From an optimization exercise on the open Yosys and OpenROAD flow, aimed at small area, a short achievable clock period and few clock cycles per item; shortcuts taken in it are not production practice.
At most, simulation tests tie the RTL to the original design; equivalence was not proved.

==> v26 <==
## requant_top
module requant_top (
    input  wire        clk,
    input  wire        rst,
    input  wire [31:0] in_A_tdata,
    input  wire        in_A_tlast,
    input  wire        in_A_tvalid,
    output wire        in_A_tready,
    input  wire [31:0] in_bias_tdata,
    input  wire        in_bias_tlast,
    input  wire        in_bias_tvalid,
    output wire        in_bias_tready,
    input  wire [31:0] in_m_tdata,
    input  wire        in_m_tlast,
    input  wire        in_m_tvalid,
    output wire        in_m_tready,
    input  wire [7:0]  in_e_tdata,
    input  wire        in_e_tlast,
    input  wire        in_e_tvalid,
    output wire        in_e_tready,
    output wire [7:0]  out_D_tdata,
    output wire        out_D_tlast,
    output wire        out_D_tvalid,
    input  wire        out_D_tready
);
requant #(
    .D_W      (8),
    .D_W_ACC  (32),
    .OUT_BITS (8),
    .CLIP     (1)
) requant_QKV (
    .clk            (clk),
    .rst            (rst),
    .in_A_tdata     (in_A_tdata),
    .in_A_tlast     (in_A_tlast),
    .in_A_tvalid    (in_A_tvalid),
    .in_A_tready    (in_A_tready),
    .in_bias_tdata  (in_bias_tdata),
    .in_bias_tlast  (in_bias_tlast),
    .in_bias_tvalid (in_bias_tvalid),
    .in_bias_tready (in_bias_tready),
    .in_m_tdata     (in_m_tdata),
    .in_m_tlast     (in_m_tlast),
    .in_m_tvalid    (in_m_tvalid),
    .in_m_tready    (in_m_tready),
    .in_e_tdata     (in_e_tdata),
    .in_e_tlast     (in_e_tlast),
    .in_e_tvalid    (in_e_tvalid),
    .in_e_tready    (in_e_tready),
    .out_D_tdata    (out_D_tdata),
    .out_D_tlast    (out_D_tlast),
    .out_D_tvalid   (out_D_tvalid),
    .out_D_tready   (out_D_tready)
);
endmodule
Settings: LEC_CHECK=0, CAP_MARGIN=20, CORE_MARGIN=2, CORE_UTILIZATION=40, SETUP_SLACK_MARGIN=5, SLEW_MARGIN=20; clock period 9.0 ns.
standard.sh (not shown) runs the stock make flow with config.mk's settings and CLKGATE_MAP_FILE= SYNTH_SCRIPT=/design/flow/synth_recipe.tcl, a recipe that flattens the netlist after the stock synthesis.
==> flow/flow/run.sh <==
#!/bin/bash
# The standard layout (standard.sh: same synthesis, SDC and clock period),
# with a few extra ORFS knobs on the make command line:
#  - plain buffers (instead of delay buffers) as the port buffers.
set -euo pipefail
MARGIN=5.6
EXTRA="'BUFFER_PORTS_ARGS=-buffer_cell sky130_fd_sc_hd__buf_2'"
sed -e "s/SETUP_SLACK_MARGIN=[-0-9.]*/SETUP_SLACK_MARGIN=${MARGIN}/" \
    -e "s|\"\${@:-finish}\"|${EXTRA} \"\${@:-finish}\"|" standard.sh > standard_mod.sh
grep -q "SETUP_SLACK_MARGIN=${MARGIN}" standard_mod.sh
grep -q "BUFFER_PORTS_ARGS" standard_mod.sh
bash standard_mod.sh > flow_make.log 2>&1
==> v12: changes against v26 <==
--- a/flow/design.v
+++ b/flow/design.v
@@ -3782,32 +3782,32 @@
 always @(posedge clk) r5 <= {l4, q};
 wire       wv = p5;
 wire [8:0] wd = r5;
 reg  [8:0] od;
 reg  [8:0] mem [0:5];
 reg  [2:0] rp, wp;
 reg  [5:0] nt;                  
 wire take = ~ov | pop;
-wire have = nt[0] | wv;
-wire rd   = take & have;
+wire from_mem = nt[0];
+wire wr = wv & ~(take & ~from_mem);
 always @(posedge clk) begin
     if (rst) begin
         ov <= 1'b0; rp <= 0; wp <= 0; nt <= 0;
     end else begin
-        if (take) ov <= have;
-        if (rd) rp <= (rp == 5) ? 0 : rp + 1'b1;
-        if (wv) wp <= (wp == 5) ? 0 : wp + 1'b1;
-        if (wv & ~rd) nt <= {nt[4:0], 1'b1};
-        else if (~wv & rd) nt <= {1'b0, nt[5:1]};
+        if (take) ov <= from_mem | wv;
+        if (take & from_mem) rp <= (rp == 5) ? 0 : rp + 1'b1;
+        if (wr) wp <= (wp == 5) ? 0 : wp + 1'b1;
+        if (wr & ~(take & from_mem)) nt <= {nt[4:0], 1'b1};
+        else if (~wr & take & from_mem) nt <= {1'b0, nt[5:1]};
     end
 end
 always @(posedge clk) begin
-    if (take) od <= nt[0] ? mem[rp] : wd;
-    if (wv) mem[wp] <= wd;
+    if (take) od <= from_mem ? mem[rp] : wd;
+    if (wr) mem[wp] <= wd;
 end
 assign out_D_tvalid = ov;
 assign out_D_tdata  = od[7:0];
 assign out_D_tlast  = od[8];
 endmodule
 `timescale 1ps / 1ps
 module requant_top (
     input  wire        clk,
==> flow/run.sh (new file) <==
#!/bin/bash
# synth_recipe.tcl (not shown) runs the flow's synth.tcl, then flattens the netlist and writes it again
# the make line also repeats each setting of config.mk as NAME=value (left out here)
make -C /OpenROAD-flow-scripts/flow DESIGN_CONFIG=/design/flow/config.mk WORK_HOME=/design/flow/orfs CLKGATE_MAP_FILE= SYNTH_SCRIPT=/design/flow/synth_recipe.tcl finish
removed: flow/flow/run.sh
removed: flow/standard.sh
==> v10: changes against v26 <==
--- a/flow/design.v
+++ b/flow/design.v
@@ -3782,32 +3782,32 @@
 always @(posedge clk) r5 <= {l4, q};
 wire       wv = p5;
 wire [8:0] wd = r5;
 reg  [8:0] od;
 reg  [8:0] mem [0:5];
 reg  [2:0] rp, wp;
 reg  [5:0] nt;                  
 wire take = ~ov | pop;
-wire have = nt[0] | wv;
-wire rd   = take & have;
+wire from_mem = nt[0];
+wire wr = wv & ~(take & ~from_mem);
 always @(posedge clk) begin
     if (rst) begin
         ov <= 1'b0; rp <= 0; wp <= 0; nt <= 0;
     end else begin
-        if (take) ov <= have;
-        if (rd) rp <= (rp == 5) ? 0 : rp + 1'b1;
-        if (wv) wp <= (wp == 5) ? 0 : wp + 1'b1;
-        if (wv & ~rd) nt <= {nt[4:0], 1'b1};
-        else if (~wv & rd) nt <= {1'b0, nt[5:1]};
+        if (take) ov <= from_mem | wv;
+        if (take & from_mem) rp <= (rp == 5) ? 0 : rp + 1'b1;
+        if (wr) wp <= (wp == 5) ? 0 : wp + 1'b1;
+        if (wr & ~(take & from_mem)) nt <= {nt[4:0], 1'b1};
+        else if (~wr & take & from_mem) nt <= {1'b0, nt[5:1]};
     end
 end
 always @(posedge clk) begin
-    if (take) od <= nt[0] ? mem[rp] : wd;
-    if (wv) mem[wp] <= wd;
+    if (take) od <= from_mem ? mem[rp] : wd;
+    if (wr) mem[wp] <= wd;
 end
 assign out_D_tvalid = ov;
 assign out_D_tdata  = od[7:0];
 assign out_D_tlast  = od[8];
 endmodule
 `timescale 1ps / 1ps
 module requant_top (
     input  wire        clk,
==> flow/flow/run.sh (replaced) <==
#!/bin/bash
set -euo pipefail
MARGIN=${MARGIN:-5.9}
sed "s/SETUP_SLACK_MARGIN=[-0-9.]*/SETUP_SLACK_MARGIN=${MARGIN}/" standard.sh > standard_margin.sh
grep -q "SETUP_SLACK_MARGIN=${MARGIN}" standard_margin.sh
bash standard_margin.sh > flow_make.log 2>&1
==> summary of the runs <==
- v10 completed without violations. v26 completed without violations. v12 passed the timing, design-rule and antenna checks.
- Sequential share of layout area: v10 < v26 < v12.
- Wire length: v12 < v26 < v10.
- Clock skew, highest first: v10, v12, v26.
- The highest maximum frequency belongs to v10, the lowest to v12.
- Critical path depth: v26 > v10 > v12.
==> figures <==
item                                                                           v10             v26             v12
Layout inverter count without the clock tree                                   690             704             690
Die width                                                            344.0 microns   345.5 microns   344.0 microns
Multiplexer fraction of the synthesized cell area                           4.462%          4.936%          4.462%
Synthesized netlist cell count                                                4450            4539            4450
Core Area                                                             0.1145 sq mm    0.1159 sq mm    0.1145 sq mm
Run status                                                          finished clean  finished clean  finished clean
Sequential portion of the cell area                                         26.24%          28.91%          29.36%
Sum of buffers and inverters on the critical path                                2               9               2
Post-detailed-route wirelength per cell                              25.29 microns   22.07 microns   21.45 microns
Register clock-pin slew on the reported worst setup and hold paths         0.07 ns         0.06 ns         0.06 ns
Testbench counts of v26, summed over its fixed seeds: cycles 8,056, items 8,000.
Testbench counts of v12, summed over its fixed seeds: cycles 8,056, items 8,000.
Testbench counts of v10, summed over its fixed seeds: cycles 8,056, items 8,000.

* * *

==> exp/maple: inputs <==
Another version of the RTL of requant_top (not shown whole).
==> flow/config.mk <==
export PLATFORM = sky130hd
export DESIGN_NAME = requant_top
export DESIGN_NICKNAME = requant_top
export VERILOG_FILES = /design/flow/design.v
export SDC_FILE = /design/flow/constraint.sdc
export NUM_CORES = 4
export LEC_CHECK = 0
export CAP_MARGIN = 20
export CORE_MARGIN = 2
export CORE_UTILIZATION = 65
export SETUP_SLACK_MARGIN = 5
export SLEW_MARGIN = 20
==> flow/constraint.sdc <==
create_clock -name core_clock -period 9.0 [get_ports {clk}]
set_input_delay 1.8000 -clock core_clock [delete_from_list [all_inputs] [get_ports {clk}]]
set_output_delay 1.8000 -clock core_clock [all_outputs]
set_load 0.01 [all_outputs]
==> flow/flow/run.sh <==
#!/bin/bash
set -euo pipefail
MARGIN=5.6
EXTRA="'BUFFER_PORTS_ARGS=-buffer_cell sky130_fd_sc_hd__buf_2'"
sed -e "s/SETUP_SLACK_MARGIN=[-0-9.]*/SETUP_SLACK_MARGIN=${MARGIN}/" \
    -e "s|\"\${@:-finish}\"|${EXTRA} \"\${@:-finish}\"|" standard.sh > standard_mod.sh
grep -q "SETUP_SLACK_MARGIN=${MARGIN}" standard_mod.sh
grep -q "BUFFER_PORTS_ARGS" standard_mod.sh
bash standard_mod.sh synth > flow_synth.log 2>&1
RES="$PWD/orfs/results/${FLOW_PLATFORM:-sky130hd}/requant_top/base"
cp "$RES/1_synth.odb" "$RES/1_synth_std.odb"
openroad -python -exit flow/fa_polarity.py "$RES/1_synth_std.odb" "$RES/1_synth.odb" > fa_polarity.log 2>&1
touch "$RES/1_synth.sdc"
bash standard_mod.sh > flow_make.log 2>&1
Other scripts of this flow, unchanged in this note and not shown: flow/flow/fa_polarity.py
==> exp/sierra (differences from exp/maple) <==
--- a/flow/design.v
+++ b/flow/design.v
@@ -3682,19 +3682,19 @@
 assign ts1053 = q2[182] ^ q2[183];
 assign tc1054 = q2[182] & q2[183];
 assign ts1055 = q2[184] ^ q2[185];
 assign tc1056 = q2[184] & q2[185];
 wire [63:0] rs = {tc1056, tc1054, tc1052, tc1050, tc1048, tc1046, tc1044, tc1042, tc1040, tc1038, tc1036, tc1034, tc1032, tc1030, tc1028, tc1026, tc1024, tc1022, tc1020, tc1018, tc1016, tc1014, tc1012, tc1010, tc1008, tc1006, tc1004, tc1002, tc1000, tc998, tc996, tc994, tc992, tc990, tc988, tc986, tc984, tc982, tc980, tc978, tc976, tc974, tc972, tc970, tc968, tc966, tc964, ts963, q2[29], q2[27], q2[25], q2[23], q2[21], q2[19], q2[17], q2[15], q2[13], q2[11], q2[9], q2[7], q2[5], q2[3], q2[2], q2[0]};
 wire [63:0] rc = {1'b1, ts1055, ts1053, ts1051, ts1049, ts1047, ts1045, ts1043, ts1041, ts1039, ts1037, ts1035, ts1033, ts1031, ts1029, ts1027, ts1025, ts1023, ts1021, ts1019, ts1017, ts1015, ts1013, ts1011, ts1009, ts1007, ts1005, ts1003, ts1001, ts999, ts997, ts995, ts993, ts991, ts989, ts987, ts985, ts983, ts981, ts979, ts977, ts975, ts973, ts971, ts969, ts967, ts965, q2[94], q2[30], q2[28], q2[26], q2[24], q2[22], q2[20], q2[18], q2[16], q2[14], q2[12], q2[10], q2[8], q2[6], q2[4], 1'b0, q2[1]};
-reg  [39:0] lo3;
-reg  [23:0] hs3;
+reg  [35:0] lo3;
+reg  [27:0] hs3;
 reg         c3;
 reg  [6:0]  sh3;
 reg         nr3;
-wire [39:0] sk2_p = rs[39:0] ^ rc[39:0];
-wire [39:0] sk2_g = rs[39:0] & rc[39:0];
+wire [35:0] sk2_p = rs[35:0] ^ rc[35:0];
+wire [35:0] sk2_g = rs[35:0] & rc[35:0];
 wire sk2_G0_1 = sk2_g[1] | (sk2_p[1] & sk2_g[0]);
 wire sk2_P0_1 = sk2_p[1] & sk2_p[0];
 wire sk2_G0_3 = sk2_g[3] | (sk2_p[3] & sk2_g[2]);
 wire sk2_P0_3 = sk2_p[3] & sk2_p[2];
 wire sk2_G0_5 = sk2_g[5] | (sk2_p[5] & sk2_g[4]);
 wire sk2_P0_5 = sk2_p[5] & sk2_p[4];
@@ -3725,16 +3725,12 @@
 wire sk2_G0_31 = sk2_g[31] | (sk2_p[31] & sk2_g[30]);
 wire sk2_P0_31 = sk2_p[31] & sk2_p[30];
 wire sk2_G0_33 = sk2_g[33] | (sk2_p[33] & sk2_g[32]);
 wire sk2_P0_33 = sk2_p[33] & sk2_p[32];
 wire sk2_G0_35 = sk2_g[35] | (sk2_p[35] & sk2_g[34]);
 wire sk2_P0_35 = sk2_p[35] & sk2_p[34];
-wire sk2_G0_37 = sk2_g[37] | (sk2_p[37] & sk2_g[36]);
-wire sk2_P0_37 = sk2_p[37] & sk2_p[36];
-wire sk2_G0_39 = sk2_g[39] | (sk2_p[39] & sk2_g[38]);
-wire sk2_P0_39 = sk2_p[39] & sk2_p[38];
 wire sk2_G1_2 = sk2_g[2] | (sk2_p[2] & sk2_G0_1);
 wire sk2_P1_2 = sk2_p[2] & sk2_P0_1;
 wire sk2_G1_3 = sk2_G0_3 | (sk2_P0_3 & sk2_G0_1);
 wire sk2_P1_3 = sk2_P0_3 & sk2_P0_1;
 wire sk2_G1_6 = sk2_g[6] | (sk2_p[6] & sk2_G0_5);
 wire sk2_P1_6 = sk2_p[6] & sk2_P0_5;
@@ -3765,16 +3761,12 @@
 wire sk2_G1_31 = sk2_G0_31 | (sk2_P0_31 & sk2_G0_29);
 wire sk2_P1_31 = sk2_P0_31 & sk2_P0_29;
 wire sk2_G1_34 = sk2_g[34] | (sk2_p[34] & sk2_G0_33);
 wire sk2_P1_34 = sk2_p[34] & sk2_P0_33;
 wire sk2_G1_35 = sk2_G0_35 | (sk2_P0_35 & sk2_G0_33);
 wire sk2_P1_35 = sk2_P0_35 & sk2_P0_33;
-wire sk2_G1_38 = sk2_g[38] | (sk2_p[38] & sk2_G0_37);
-wire sk2_P1_38 = sk2_p[38] & sk2_P0_37;
-wire sk2_G1_39 = sk2_G0_39 | (sk2_P0_39 & sk2_G0_37);
-wire sk2_P1_39 = sk2_P0_39 & sk2_P0_37;
 wire sk2_G2_4 = sk2_g[4] | (sk2_p[4] & sk2_G1_3);
 wire sk2_P2_4 = sk2_p[4] & sk2_P1_3;
 wire sk2_G2_5 = sk2_G0_5 | (sk2_P0_5 & sk2_G1_3);
 wire sk2_P2_5 = sk2_P0_5 & sk2_P1_3;
 wire sk2_G2_6 = sk2_G1_6 | (sk2_P1_6 & sk2_G1_3);
 wire sk2_P2_6 = sk2_P1_6 & sk2_P1_3;
@@ -3801,20 +3793,12 @@
 wire sk2_G2_29 = sk2_G0_29 | (sk2_P0_29 & sk2_G1_27);
 wire sk2_P2_29 = sk2_P0_29 & sk2_P1_27;
 wire sk2_G2_30 = sk2_G1_30 | (sk2_P1_30 & sk2_G1_27);
 wire sk2_P2_30 = sk2_P1_30 & sk2_P1_27;
 wire sk2_G2_31 = sk2_G1_31 | (sk2_P1_31 & sk2_G1_27);
 wire sk2_P2_31 = sk2_P1_31 & sk2_P1_27;
-wire sk2_G2_36 = sk2_g[36] | (sk2_p[36] & sk2_G1_35);
-wire sk2_P2_36 = sk2_p[36] & sk2_P1_35;
-wire sk2_G2_37 = sk2_G0_37 | (sk2_P0_37 & sk2_G1_35);
-wire sk2_P2_37 = sk2_P0_37 & sk2_P1_35;
-wire sk2_G2_38 = sk2_G1_38 | (sk2_P1_38 & sk2_G1_35);
-wire sk2_P2_38 = sk2_P1_38 & sk2_P1_35;
-wire sk2_G2_39 = sk2_G1_39 | (sk2_P1_39 & sk2_G1_35);
-wire sk2_P2_39 = sk2_P1_39 & sk2_P1_35;
 wire sk2_G3_8 = sk2_g[8] | (sk2_p[8] & sk2_G2_7);
 wire sk2_P3_8 = sk2_p[8] & sk2_P2_7;
 wire sk2_G3_9 = sk2_G0_9 | (sk2_P0_9 & sk2_G2_7);
 wire sk2_P3_9 = sk2_P0_9 & sk2_P2_7;
 wire sk2_G3_10 = sk2_G1_10 | (sk2_P1_10 & sk2_G2_7);
 wire sk2_P3_10 = sk2_P1_10 & sk2_P2_7;
@@ -3881,21 +3865,13 @@
 wire sk2_G5_33 = sk2_G0_33 | (sk2_P0_33 & sk2_G4_31);
 wire sk2_P5_33 = sk2_P0_33 & sk2_P4_31;
 wire sk2_G5_34 = sk2_G1_34 | (sk2_P1_34 & sk2_G4_31);
 wire sk2_P5_34 = sk2_P1_34 & sk2_P4_31;
 wire sk2_G5_35 = sk2_G1_35 | (sk2_P1_35 & sk2_G4_31);
 wire sk2_P5_35 = sk2_P1_35 & sk2_P4_31;
-wire sk2_G5_36 = sk2_G2_36 | (sk2_P2_36 & sk2_G4_31);
-wire sk2_P5_36 = sk2_P2_36 & sk2_P4_31;
-wire sk2_G5_37 = sk2_G2_37 | (sk2_P2_37 & sk2_G4_31);
-wire sk2_P5_37 = sk2_P2_37 & sk2_P4_31;
-wire sk2_G5_38 = sk2_G2_38 | (sk2_P2_38 & sk2_G4_31);
-wire sk2_P5_38 = sk2_P2_38 & sk2_P4_31;
-wire sk2_G5_39 = sk2_G2_39 | (sk2_P2_39 & sk2_G4_31);
-wire sk2_P5_39 = sk2_P2_39 & sk2_P4_31;
-wire [40:0] losum;
+wire [36:0] losum;
 assign losum[0] = sk2_p[0];
 assign losum[1] = sk2_p[1] ^ sk2_g[0];
 assign losum[2] = sk2_p[2] ^ sk2_G0_1;
 assign losum[3] = sk2_p[3] ^ sk2_G1_2;
 assign losum[4] = sk2_p[4] ^ sk2_G1_3;
 assign losum[5] = sk2_p[5] ^ sk2_G2_4;
@@ -3926,19 +3902,15 @@
 assign losum[30] = sk2_p[30] ^ sk2_G4_29;
 assign losum[31] = sk2_p[31] ^ sk2_G4_30;
 assign losum[32] = sk2_p[32] ^ sk2_G4_31;
 assign losum[33] = sk2_p[33] ^ sk2_G5_32;
 assign losum[34] = sk2_p[34] ^ sk2_G5_33;
 assign losum[35] = sk2_p[35] ^ sk2_G5_34;
-assign losum[36] = sk2_p[36] ^ sk2_G5_35;
-assign losum[37] = sk2_p[37] ^ sk2_G5_36;
-assign losum[38] = sk2_p[38] ^ sk2_G5_37;
-assign losum[39] = sk2_p[39] ^ sk2_G5_38;
-assign losum[40] = sk2_G5_39;
-wire [23:0] sk3_p = rs[63:40] ^ rc[63:40];
-wire [23:0] sk3_g = rs[63:40] & rc[63:40];
+assign losum[36] = sk2_G5_35;
+wire [27:0] sk3_p = rs[63:36] ^ rc[63:36];
+wire [27:0] sk3_g = rs[63:36] & rc[63:36];
 wire sk3_G0_1 = sk3_g[1] | (sk3_p[1] & sk3_g[0]);
 wire sk3_P0_1 = sk3_p[1] & sk3_p[0];
 wire sk3_G0_3 = sk3_g[3] | (sk3_p[3] & sk3_g[2]);
 wire sk3_P0_3 = sk3_p[3] & sk3_p[2];
 wire sk3_G0_5 = sk3_g[5] | (sk3_p[5] & sk3_g[4]);
 wire sk3_P0_5 = sk3_p[5] & sk3_p[4];
@@ -3957,12 +3929,16 @@
 wire sk3_G0_19 = sk3_g[19] | (sk3_p[19] & sk3_g[18]);
 wire sk3_P0_19 = sk3_p[19] & sk3_p[18];
 wire sk3_G0_21 = sk3_g[21] | (sk3_p[21] & sk3_g[20]);
 wire sk3_P0_21 = sk3_p[21] & sk3_p[20];
 wire sk3_G0_23 = sk3_g[23] | (sk3_p[23] & sk3_g[22]);
 wire sk3_P0_23 = sk3_p[23] & sk3_p[22];
+wire sk3_G0_25 = sk3_g[25] | (sk3_p[25] & sk3_g[24]);
+wire sk3_P0_25 = sk3_p[25] & sk3_p[24];
+wire sk3_G0_27 = sk3_g[27] | (sk3_p[27] & sk3_g[26]);
+wire sk3_P0_27 = sk3_p[27] & sk3_p[26];
 wire sk3_G1_2 = sk3_g[2] | (sk3_p[2] & sk3_G0_1);
 wire sk3_P1_2 = sk3_p[2] & sk3_P0_1;
 wire sk3_G1_3 = sk3_G0_3 | (sk3_P0_3 & sk3_G0_1);
 wire sk3_P1_3 = sk3_P0_3 & sk3_P0_1;
 wire sk3_G1_6 = sk3_g[6] | (sk3_p[6] & sk3_G0_5);
 wire sk3_P1_6 = sk3_p[6] & sk3_P0_5;
@@ -3981,12 +3957,16 @@
 wire sk3_G1_19 = sk3_G0_19 | (sk3_P0_19 & sk3_G0_17);
 wire sk3_P1_19 = sk3_P0_19 & sk3_P0_17;
 wire sk3_G1_22 = sk3_g[22] | (sk3_p[22] & sk3_G0_21);
 wire sk3_P1_22 = sk3_p[22] & sk3_P0_21;
 wire sk3_G1_23 = sk3_G0_23 | (sk3_P0_23 & sk3_G0_21);
 wire sk3_P1_23 = sk3_P0_23 & sk3_P0_21;
+wire sk3_G1_26 = sk3_g[26] | (sk3_p[26] & sk3_G0_25);
+wire sk3_P1_26 = sk3_p[26] & sk3_P0_25;
+wire sk3_G1_27 = sk3_G0_27 | (sk3_P0_27 & sk3_G0_25);
+wire sk3_P1_27 = sk3_P0_27 & sk3_P0_25;
 wire sk3_G2_4 = sk3_g[4] | (sk3_p[4] & sk3_G1_3);
 wire sk3_P2_4 = sk3_p[4] & sk3_P1_3;
 wire sk3_G2_5 = sk3_G0_5 | (sk3_P0_5 & sk3_G1_3);
 wire sk3_P2_5 = sk3_P0_5 & sk3_P1_3;
 wire sk3_G2_6 = sk3_G1_6 | (sk3_P1_6 & sk3_G1_3);
 wire sk3_P2_6 = sk3_P1_6 & sk3_P1_3;
@@ -4021,12 +4001,20 @@
 wire sk3_G3_13 = sk3_G2_13 | (sk3_P2_13 & sk3_G2_7);
 wire sk3_P3_13 = sk3_P2_13 & sk3_P2_7;
 wire sk3_G3_14 = sk3_G2_14 | (sk3_P2_14 & sk3_G2_7);
 wire sk3_P3_14 = sk3_P2_14 & sk3_P2_7;
 wire sk3_G3_15 = sk3_G2_15 | (sk3_P2_15 & sk3_G2_7);
 wire sk3_P3_15 = sk3_P2_15 & sk3_P2_7;
+wire sk3_G3_24 = sk3_g[24] | (sk3_p[24] & sk3_G2_23);
+wire sk3_P3_24 = sk3_p[24] & sk3_P2_23;
+wire sk3_G3_25 = sk3_G0_25 | (sk3_P0_25 & sk3_G2_23);
+wire sk3_P3_25 = sk3_P0_25 & sk3_P2_23;
+wire sk3_G3_26 = sk3_G1_26 | (sk3_P1_26 & sk3_G2_23);
+wire sk3_P3_26 = sk3_P1_26 & sk3_P2_23;
+wire sk3_G3_27 = sk3_G1_27 | (sk3_P1_27 & sk3_G2_23);
+wire sk3_P3_27 = sk3_P1_27 & sk3_P2_23;
 wire sk3_G4_16 = sk3_g[16] | (sk3_p[16] & sk3_G3_15);
 wire sk3_P4_16 = sk3_p[16] & sk3_P3_15;
 wire sk3_G4_17 = sk3_G0_17 | (sk3_P0_17 & sk3_G3_15);
 wire sk3_P4_17 = sk3_P0_17 & sk3_P3_15;
 wire sk3_G4_18 = sk3_G1_18 | (sk3_P1_18 & sk3_G3_15);
 wire sk3_P4_18 = sk3_P1_18 & sk3_P3_15;
@@ -4037,13 +4025,21 @@
 wire sk3_G4_21 = sk3_G2_21 | (sk3_P2_21 & sk3_G3_15);
 wire sk3_P4_21 = sk3_P2_21 & sk3_P3_15;
 wire sk3_G4_22 = sk3_G2_22 | (sk3_P2_22 & sk3_G3_15);
 wire sk3_P4_22 = sk3_P2_22 & sk3_P3_15;
 wire sk3_G4_23 = sk3_G2_23 | (sk3_P2_23 & sk3_G3_15);
 wire sk3_P4_23 = sk3_P2_23 & sk3_P3_15;
-wire [24:0] hsum;
+wire sk3_G4_24 = sk3_G3_24 | (sk3_P3_24 & sk3_G3_15);
+wire sk3_P4_24 = sk3_P3_24 & sk3_P3_15;
+wire sk3_G4_25 = sk3_G3_25 | (sk3_P3_25 & sk3_G3_15);
+wire sk3_P4_25 = sk3_P3_25 & sk3_P3_15;
+wire sk3_G4_26 = sk3_G3_26 | (sk3_P3_26 & sk3_G3_15);
+wire sk3_P4_26 = sk3_P3_26 & sk3_P3_15;
+wire sk3_G4_27 = sk3_G3_27 | (sk3_P3_27 & sk3_G3_15);
+wire sk3_P4_27 = sk3_P3_27 & sk3_P3_15;
+wire [28:0] hsum;
 assign hsum[0] = sk3_p[0];
 assign hsum[1] = sk3_p[1] ^ sk3_g[0];
 assign hsum[2] = sk3_p[2] ^ sk3_G0_1;
 assign hsum[3] = sk3_p[3] ^ sk3_G1_2;
 assign hsum[4] = sk3_p[4] ^ sk3_G1_3;
 assign hsum[5] = sk3_p[5] ^ sk3_G2_4;
@@ -4062,19 +4058,23 @@
 assign hsum[18] = sk3_p[18] ^ sk3_G4_17;
 assign hsum[19] = sk3_p[19] ^ sk3_G4_18;
 assign hsum[20] = sk3_p[20] ^ sk3_G4_19;
 assign hsum[21] = sk3_p[21] ^ sk3_G4_20;
 assign hsum[22] = sk3_p[22] ^ sk3_G4_21;
 assign hsum[23] = sk3_p[23] ^ sk3_G4_22;
-assign hsum[24] = sk3_G4_23;
+assign hsum[24] = sk3_p[24] ^ sk3_G4_23;
+assign hsum[25] = sk3_p[25] ^ sk3_G4_24;
+assign hsum[26] = sk3_p[26] ^ sk3_G4_25;
+assign hsum[27] = sk3_p[27] ^ sk3_G4_26;
+assign hsum[28] = sk3_G4_27;
 always @(posedge clk) begin
     {c3, lo3} <= losum;
-    hs3 <= hsum[23:0];
+    hs3 <= hsum[27:0];
     sh3 <= sh2; nr3 <= nr2; l3 <= l2;
 end
-wire [23:0] hi4 = hs3 + {23'd0, c3};
+wire [27:0] hi4 = hs3 + {27'd0, c3};
 wire [63:0] mul = {hi4, lo3};
 wire        sgn = mul[63];
 wire [64:0] t6 = {mul, 1'b0};
 wire [63:0] t5;
 assign t5[0] = sh3[5] ? t6[32] : t6[0];
 assign t5[1] = sh3[5] ? t6[33] : t6[1];
==> results.txt <==
| quantity | exp/sierra | exp/maple |
|---|---|---|
| Arrival time of data at the critical path endpoint | 4240 ps | 4650 ps |
| Met2 GRT Util | 57.90% | 58.31% |
| Worst clock skew on the final layout | 21.34 ps | 20.61 ps |
| Worst slew slack as a fraction of its limit | 20.89% | 30.58% |
| Total GRT Usage | 35.82% | 35.74% |
| Synth Area per Inst | 10.95 um2 | 10.94 um2 |
| Final cycle utilization of the critical path | 41.39% | 45.75% |
| Largest incremental delay on the critical path | 550 ps | 540 ps |
| Run status | complete, no violations | complete, no violations |
| End of the worst register-to-register path | requant_QKV.hs3[24] | requant_QKV.hs3[22] |
| Fin nets | 4610 | 4573 |
| Metal1 wirelength | 45.45 mm | 44.04 mm |
| Pre-Repair DR Iteration Count | 7 | 9 |
| Critical Path End | requant_QKV.hs3[24] | requant_QKV.hs3[22] |
Function was not checked in any run of this note: the RTL went through the layout flow alone.

-- what the ideal ports hide --
The flow's constraints put no driver on any port. The routed layouts listed below were extracted and timed again, unchanged, in two steps. Step 1, drivers: a clkbuf_16 drives clk and a buf_2 each remaining input, both assumed. Step 2, shift: input delay + t, output delay - t, t = (earliest + latest rising clock arrival at the registers) / 2. This alone moves slack from input paths to output paths. a / b / c = ideal / step 1 / step 2; a / b = the first two.
run	t (ns)	setup WS [ns]	worst setup path at the end	clock arrival spread, ns	cell pins on the clock port's net
v26	0.734	5.601 / 5.601 / 5.434	input to register	0.026 / 0.025	1
v12	0.730	5.111 / 5.111 / 4.713	input to register	0.037 / 0.037	1
v10	0.734	5.674 / 5.674 / 5.360	input to register	0.058 / 0.058	1
exp/maple	0.671	4.883 / 4.883 / 4.883	register to register	0.021 / 0.021	1
exp/sierra	0.690	5.275 / 5.275 / 5.275	register to register	0.022 / 0.022	1
After both steps setup and hold are still met in every run listed. For v12, which loses most, drivers alone change the setup slack by 0.000 ns; drivers and shift together by -0.398 ns.
